Background: an optimization exercise with open tools, aiming at small area and a short achievable clock period. Do not read the settings as production practice. Function was checked by simulation only, so behaviour that the tests miss may differ from the original. Power is estimated from default activity; no workload was simulated.

==> design.v <==
module PIPELINE_Processor(
  input clk,
  input reset,
  output [63:0] imem_addr,
  input  [31:0] imem_rdata,
  output [63:0] dmem_addr,
  output [63:0] dmem_wdata,
  output dmem_we,
  output dmem_re,
  input  [63:0] dmem_rdata,
  output wb_en,
  output [4:0] wb_rd,
  output [63:0] wb_data
);
  reg  [63:1] pc;
  reg         ifid_r, ifid_ld, ifid_sd, ifid_br, ifid_ai;    
  reg  [31:7] ifid_ins;
  reg  [31:1] ifid_s1, ifid_s2;       
  reg         ifid_n1, ifid_n2;       
  reg  [63:1] ifid_pc;
  reg         idex_rw, idex_mr, idex_mw, idex_br;
  reg         idex_add, idex_sub, idex_and, idex_or;       
  reg  [4:0]  idex_rd;
  reg  [63:0] idex_a, idex_b, idex_sd;
  reg  [63:1] idex_tgt;
  reg         exm_rw, exm_mr, exm_mw, exm_tk;
  reg  [4:0]  exm_rd;
  reg  [63:0] exm_alu, exm_wd;
  reg  [63:1] exm_tgt;
  reg         mwb_rw;
  reg  [4:0]  mwb_rd;
  reg  [63:0] mwb_d;
  wire [63:0] rf [1:31];
  reg  [31:1] rv;
  wire [31:1] rv_nx;                  
  wire [6:0] op = imem_rdata[6:0];
  function [31:1] dec5(input [4:0] r);
    integer j;
    for (j = 1; j < 32; j = j + 1) dec5[j] = (r == j);
  endfunction
  wire [63:1] pc_inc = pc + 63'd2;
  wire [63:1] pc_nx  = exm_tk ? exm_tgt : pc_inc;
  always @(posedge clk or posedge reset)
    if (reset) begin
      pc <= 63'd0;
      ifid_r <= 1'b0; ifid_ld <= 1'b0; ifid_sd <= 1'b0; ifid_br <= 1'b0; ifid_ai <= 1'b0;
    end else begin
      pc <= pc_nx;
      ifid_r  <= (op == 7'b0110011);
      ifid_ld <= (op == 7'b0000011);
      ifid_sd <= (op == 7'b0100011);
      ifid_br <= (op == 7'b1100011);
      ifid_ai <= (op == 7'b0010011);
    end
  always @(posedge clk) begin
    ifid_ins <= imem_rdata[31:7];
    ifid_s1  <= dec5(imem_rdata[19:15]) & rv_nx;
    ifid_s2  <= dec5(imem_rdata[24:20]) & rv_nx;
    ifid_n1  <= ~|(dec5(imem_rdata[19:15]) & rv_nx);
    ifid_n2  <= ~|(dec5(imem_rdata[24:20]) & rv_nx);
    ifid_pc  <= pc;
  end
  assign imem_addr = {pc, 1'b0};
  wire [4:0] rd  = ifid_ins[11:7];
  wire [4:0] rs1 = ifid_ins[19:15];
  wire [4:0] rs2 = ifid_ins[24:20];
  wire [3:0] fn  = {ifid_ins[30], ifid_ins[14:12]};
  wire [11:0] immI = ifid_ins[31:20];
  wire [11:0] immS = {ifid_ins[31:25], ifid_ins[11:7]};
  wire [11:0] immX = ifid_sd ? immS : immI;
  wire [12:1] immB = {ifid_ins[31], ifid_ins[7], ifid_ins[30:25], ifid_ins[11:8]};
  wire [63:1] tgt  = ifid_pc + {{51{immB[12]}}, immB};
  wire [63:0] mem_val = exm_mr ? dmem_rdata : exm_alu;
  wire [31:1] e1 = ifid_s1;
  wire [31:1] e2 = ifid_s2;
  reg  [63:0] rf1, rf2;
  integer i;
  always @(*) begin
    rf1 = 64'd0; rf2 = 64'd0;
    for (i = 1; i < 32; i = i + 1) begin
      rf1 = rf1 | ({64{e1[i]}} & rf[i]);
      rf2 = rf2 | ({64{e2[i]}} & rf[i]);
    end
  end
  wire [63:0] reg1 = rf1 | {59'd0, rs1 & {5{ifid_n1}}};
  wire [63:0] reg2 = rf2 | {59'd0, rs2 & {5{ifid_n2}}};
  wire exm_fw = exm_rw & (exm_rd != 5'd0);
  wire idex_fw = idex_rw & (idex_rd != 5'd0);
  wire [63:0] res;
  wire [63:0] opa = (idex_fw && idex_rd == rs1) ? res :
                    (exm_fw && exm_rd == rs1) ? mem_val : reg1;
  wire [63:0] opb = (idex_fw && idex_rd == rs2) ? res :
                    (exm_fw && exm_rd == rs2) ? mem_val : reg2;
  always @(posedge clk or posedge reset)
    if (reset) begin
      idex_rw <= 1'b0; idex_mr <= 1'b0; idex_mw <= 1'b0; idex_br <= 1'b0;
    end else begin
      idex_rw <= ifid_r | ifid_ld | ifid_ai;
      idex_mr <= ifid_ld;
      idex_mw <= ifid_sd;
      idex_br <= ifid_br;
    end
  always @(posedge clk) begin
    idex_add  <= ~(ifid_r & (fn == 4'b1000 || fn == 4'b0111 || fn == 4'b0110));
    idex_sub  <= ifid_r & (fn == 4'b1000);
    idex_and  <= ifid_r & (fn == 4'b0111);
    idex_or   <= ifid_r & (fn == 4'b0110);
    idex_rd   <= rd;
    idex_a    <= opa;
    idex_b    <= (ifid_ld | ifid_sd | ifid_ai) ? {{52{immX[11]}}, immX} :
                 opb ^ {64{ifid_r & (fn == 4'b1000)}};
    idex_sd   <= opb;
    idex_tgt  <= tgt;
  end
  wire [63:0] a   = idex_a;
  wire [63:0] b   = idex_b;
  wire [64:0] sum = {a, 1'b1} + {b, idex_sub};       
  assign      res = ({64{idex_add | idex_sub}} & sum[64:1]) |
                    ({64{idex_and}} & (a & b)) | ({64{idex_or}} & (a | b));
  wire        eq  = (a == b);
  always @(posedge clk or posedge reset)
    if (reset) begin
      exm_rw <= 1'b0; exm_mr <= 1'b0; exm_mw <= 1'b0; exm_tk <= 1'b0;
    end else begin
      exm_rw <= idex_rw;
      exm_mr <= idex_mr;
      exm_mw <= idex_mw;
      exm_tk <= idex_br & eq;
    end
  always @(posedge clk) begin
    exm_rd  <= idex_rd;
    exm_alu <= res;
    exm_wd  <= idex_sd;
    exm_tgt <= idex_tgt;
  end
  assign dmem_addr  = exm_alu;
  assign dmem_wdata = exm_wd;
  assign dmem_we    = exm_mw;
  assign dmem_re    = exm_mr;
  always @(posedge clk or posedge reset)
    if (reset) mwb_rw <= 1'b0;
    else       mwb_rw <= exm_rw;
  always @(posedge clk) begin
    mwb_rd <= exm_rd;
    mwb_d  <= mem_val;
  end
  assign wb_en   = mwb_rw;
  assign wb_rd   = mwb_rd;
  assign wb_data = mwb_d;
  genvar g;
  generate
    for (g = 1; g < 32; g = g + 1) begin : regs
      reg [63:0] x;
      always @(posedge clk)
        if (exm_rw && exm_rd == g) x <= mem_val;
      assign rf[g] = x;
    end
  endgenerate
  always @(posedge clk or posedge reset)
    if (reset) rv <= 31'd0;
    else       rv <= rv_nx;
  assign rv_nx = rv | (dec5(exm_rd) & {31{exm_fw}});
endmodule
==> flow/run.sh <==
#!/bin/bash
set -euo pipefail
export SETUP_SLACK_MARGIN=6.3
export BUFFER_PORTS_ARGS="-buffer_cell sky130_fd_sc_hd__buf_2"
export CTS_ARGS="-sink_clustering_enable -repair_clock_nets -sink_clustering_size 30 -sink_clustering_max_diameter 60 -dont_use_dummy_load"
bash standard.sh > standard_flow.log 2>&1
==> standard.sh <==
#!/bin/bash
# synth_recipe.tcl (not shown) runs the flow's synth.tcl, then flattens the netlist and writes it again
# the make line also repeats each setting of config.mk as NAME=value (left out here)
make -C /OpenROAD-flow-scripts/flow DESIGN_CONFIG=/design/flow/config.mk WORK_HOME=/design/flow/orfs CLKGATE_MAP_FILE= SYNTH_SCRIPT=/design/flow/synth_recipe.tcl "${@:-finish}"
==> config.mk <==
export PLATFORM = sky130hd
export DESIGN_NAME = PIPELINE_Processor
export DESIGN_NICKNAME = PIPELINE_Processor
export VERILOG_FILES = /design/flow/design.v
export SDC_FILE = /design/flow/constraint.sdc
export NUM_CORES = 4
export LEC_CHECK = 0
export CAP_MARGIN = 20
export CORE_MARGIN = 2
export CORE_UTILIZATION = 35
export CTS_CLUSTER_DIAMETER = 60
export CTS_CLUSTER_SIZE = 30
export PLACE_DENSITY = 0.5
export SLEW_MARGIN = 20
==> constraint.sdc <==
create_clock -name core_clock -period 10.0 [get_ports {clk}]
set_input_delay 2.0000 -clock core_clock [delete_from_list [all_inputs] [get_ports {clk}]]
set_output_delay 2.0000 -clock core_clock [all_outputs]
set_load 0.01 [all_outputs]
==> results.txt <==
==> kinds of logic after synthesis <==
logic type	count (synthesis)	synth area share
xor gates and xnor gates	260	0.0200
buffers and inverters	864	0.0285
adders and majority gates	193	0.0213
DFF	2773	0.665
other	1	0.0000329
AOI/OAI and AO/OA	2856	0.190
and+or+nand+nor	1480	0.0644
muxes	103	0.0101
==> repair_timing <==
item	4_1_cts	5_1_grt
pin swaps	18	18
buffers inserted	13	20
hold endpoints to repair	0	0
gates resized for setup	113	124
endpoints found under the setup margin	564	184
gates cloned	5	2
==> final timing paths <==
kind,end,from,slack [ns]
worst max-delay path,idex_a[4],ifid_s1[17],6.06
worst min-delay path,exm_tgt[14],idex_tgt[14],0.29
worst max register to register,idex_a[4],ifid_s1[17],6.06
worst min register to register,exm_tgt[14],idex_tgt[14],0.29
max in group asynchronous,pc[56],reset,6.86
min in group asynchronous,rv[8],reset,1.29
==> per-stage QoR <==
| step | setup slack (ns) | instance area, sq um | std cells |
|---|---|---|---|
| after floorplan | 6.33 | 114000 | 8530 |
| after global placement | 5.53 | 121000 | 12812 |
| after detailed placement | 5.53 | 121000 | 12813 |
| after CTS | 6.08 | 128000 | 13058 |
| after global routing | 6.18 | 129000 | 13085 |
| final | 6.06 | 129000 | 13121 |
==> metal layers <==
metal | vias to the layer above | wire length (microns) | track usage | share of wire
li1 | 34742 | - | - | -
met1 | 47451 | 220000 | 0.452 | 0.36
met2 | 10419 | 243000 | 0.494 | 0.40
met3 | 2612 | 104000 | 0.165 | 0.17
met4 | 44 | 41300 | 0.177 | 0.068
met5 | - | 801 | 0.00430 | 0.0013
==> layout by cell type (no fill, tap or decap), types with 23 or more instances in the layout <==
cell	netlist	final
edfxtp_1	1984	1984
nor3_2	0	32
buf_4	1	205
nor4_1	32	27
xor2_1	95	93
diode_2	0	40
a22oi_1	781	781
mux2_2	95	95
nor2_4	0	31
nor2_1	218	186
nor3_4	0	28
a22o_1	517	517
nor3_1	200	140
buf_2	5	359
xnor2_1	165	163
ha_1	191	178
nand4_1	313	313
dfxtp_1	681	613
a221oi_1	521	520
and3_1	24	23
clkbuf_16	0	228
nand2_1	385	384
o21ai_1	18	24
dfrtp_1	108	89
dfxtp_4	0	63
buf_6	0	45
o211ai_1	113	113
nand3_1	188	185
inv_1	227	226
a222oi_1	118	118
a31oi_1	24	23
o21ai_0	332	321
a21oi_1	218	200
a21o_1	65	64
==> registers in the layout (all words and copies together), names as in the netlist, 5 cells and up <==
name,cells
exm_alu,64
exm_rd,5
exm_tgt,63
exm_wd,64
idex_a,64
idex_b,64
idex_rd,5
idex_sd,64
idex_tgt,63
ifid_ins,25
ifid_pc,63
ifid_s1,31
ifid_s2,31
mwb_d,64
mwb_rd,5
pc,63
regs.x,1984
rv,31
==> power by group through the flow <==
stage | clock network [mW] | logic (mW) | registers, mW
3_5_place_dp | 0 | 1.05 | 12.9
3_3_place_gp | 0 | 1.05 | 12.9
6_report | 8.04 | 1.13 | 12.7
5_1_grt | 8.45 | 1.18 | 12.7
2_1_floorplan | 0 | 0.504 | 12.9
4_1_cts | 8.04 | 1.07 | 12.7
==> area by class of cell <==
cell class / count / area share
Timing Repair Buffer: 629 / 0.0329
Tap cell: 4325 / 0.0420
Antenna cell: 40 / 0.000777
Inverter: 229 / 0.00673
Multi-Input combinational cell: 4898 / 0.282
Clock buffer: 227 / 0.0441
Sequential cell: 2773 / 0.592
==> run_results.csv <==
group,metric,value,unit
worst_hold_path,min_path_type,"flip-flop to flip-flop",
timing,hold_viol_final,0,
timing,min_period,3.94,ns
power_and_ir_drop,p_seq_frac,0.581,
power_and_ir_drop,ir_worst_vdd,0.163,mV
logic_synthesis,synth.yosys.seq_area_share,0.665,
timing,slew_viol_final,0,
logic_synthesis,async_flop_share,0.0389,
grt,antenna_found_initial,58,
grt,grt_max_degree,101,
logic_synthesis,ys_warn_count,1,
route,postRouteAntennaNets,0,
critical_path,critPathArrivalTime,4.71,ns
clocking,numCtsBuffers,227,
logic_synthesis,synth_edf_count,1984,
cells_and_area,layout.nets,9049,
logic_synthesis,postSynthAreaPerCell,13.4,sq um
worst_hold_path,hold_depth,0,
floorplanning,core,324000,sq um
critical_path,required,10.77,ns
status,status,"no timing/DRC/antenna violations",
critical_path,critPathLaunchType,"flip-flop",
critical_path,cp.depth,8,
route,drc_errors,0,
logic_synthesis,synthMostInstantiatedCell,"edfxtp_1",
cells_and_area,postLayoutCoreUtil,0.397,
timing,holdWs,0.287,ns
logic_synthesis,yosysTopAreaCell,"edfxtp_1",
power_and_ir_drop,pwr_density_cell,170,nW/um^2
floorplanning,pin_count,362,
floorplanning,die_h,575,microns
grt,grt-ovfl-total,0,
floorplanning,initial_core_util,0.352,
timing,slew_headroom,0.124,
place,hpwl,346,mm
route,wl_per_cell,46.4,microns
cells_and_area,nFillCells,30108,
clocking,clockBufferDepth,4,
power_and_ir_drop,switching_power,5.05,mW
timing,worstMarginPinSlew,1.31,ns
clocking,htree_levels,4,
critical_path,path_cells,"buf_4 > buf_4 > a221oi_1 > nand4_1 > nor3_1 > nand2_1 > o211ai_1 > o21ai_0",
critical_path,cp_slowest_cell,"nor3_1",
power_and_ir_drop,combPwrFrac,0.052,
timing,setup_viol,0,
route,viasPerCell,7.26,
route,vias,95268,
clocking,cts_tree,"built",
timing,fin_setup_tns,0,ns
power_and_ir_drop,power.total,21.9,mW
critical_path,cp_num_buf_inv,2,
logic_synthesis,synth_top_area_frac,0.522,
grt,grt_pass1_wl,796,mm
flow_run,cap_violations,0,
logic_synthesis,syn_inst,8530,
critical_path,slowest_delay,0.88,ns
critical_path,reg2reg_depth,8,
cells_and_area,syn2layout_area_growth,12.8,%
cells_and_area,multi_input_area,36300,sq um
floorplanning,row_count,209,
timing,fmax,0.254,GHz
critical_path,cp-end-kind,"flip-flop",
critical_path,timing.critical_path.max_delay_family,"simple AND/OR/NAND/NOR gates",
grt,first_global_vias,88052,
logic_synthesis,yosys-top-cells-area,"edfxtp_1, dfxtp_1, a22oi_1",
place,gp_congestion,0.979,
timing,rsz0062_at_grt,"yes",
floorplanning,dieArea,331000,sq um
power_and_ir_drop,power_frac_clock,0.368,
floorplanning,die_width,575,microns
critical_path,cp_common_cell,"buf_4",
timing,finalCritPeriodShare,0.394,
logic_synthesis,synth_seq_cells,2773,
cells_and_area,ff_latch_area,76200,sq um
grt,grtUsageTotal,0.352,
timing,finClkSkew,0.127,ns
power_and_ir_drop,intPower,16.8,mW
critical_path,path_max_fanout,29,
critical_path,worstSetupPathType,"flip-flop to flip-flop",
clocking,clk_latency,0.98,ns
logic_synthesis,syn-num-nets,8821,
clocking,cts-root-buf,"clkbuf_16",
route,drt-initial-drc-count,20905,
logic_synthesis,synthTopCellsByCount,"edfxtp_1, a22oi_1, dfxtp_1, a221oi_1, a22o_1",
logic_synthesis,synth.cell_area,114000,sq um
clocking,clock-sinks,2773,
clocking,cts_hold_buf,0,
power_and_ir_drop,p_sw_frac,0.231,
place,portBuffers,360,
route,firstDrtPassIters,14,
route,drt-total-wl,609,mm
cells_and_area,drive_above_1_share,0.144,
clocking,path_clk_slew,0.08,ns
power_and_ir_drop,p_leak,44.5,nW
logic_synthesis,ys_types,75,
logic_synthesis,synth_ff_type,"edfxtp_1",

[separate check: timing with driven ports]
In the flow no input, the clock included, has a driving cell. The finished layout below was timed again as built, in two steps. Step 1: set_driving_cell puts a clkbuf_16 on clk and a buf_2 on each other input, an assumption about the parent block. Step 2, shift: input delay + t, output delay - t, t = (earliest + latest rising clock arrival at the registers) / 2. This alone moves slack from input paths to output paths. a / b / c = ideal / step 1 / step 2; a / b = the first two.
t (ns): 1.026
setup WS [ns]: 6.060 / 6.060 / 5.858
worst setup path at the end: input to register
After both steps setup and hold are still met in this run. For this run, drivers alone change the setup slack by 0.000 ns; drivers and shift together by -0.202 ns.
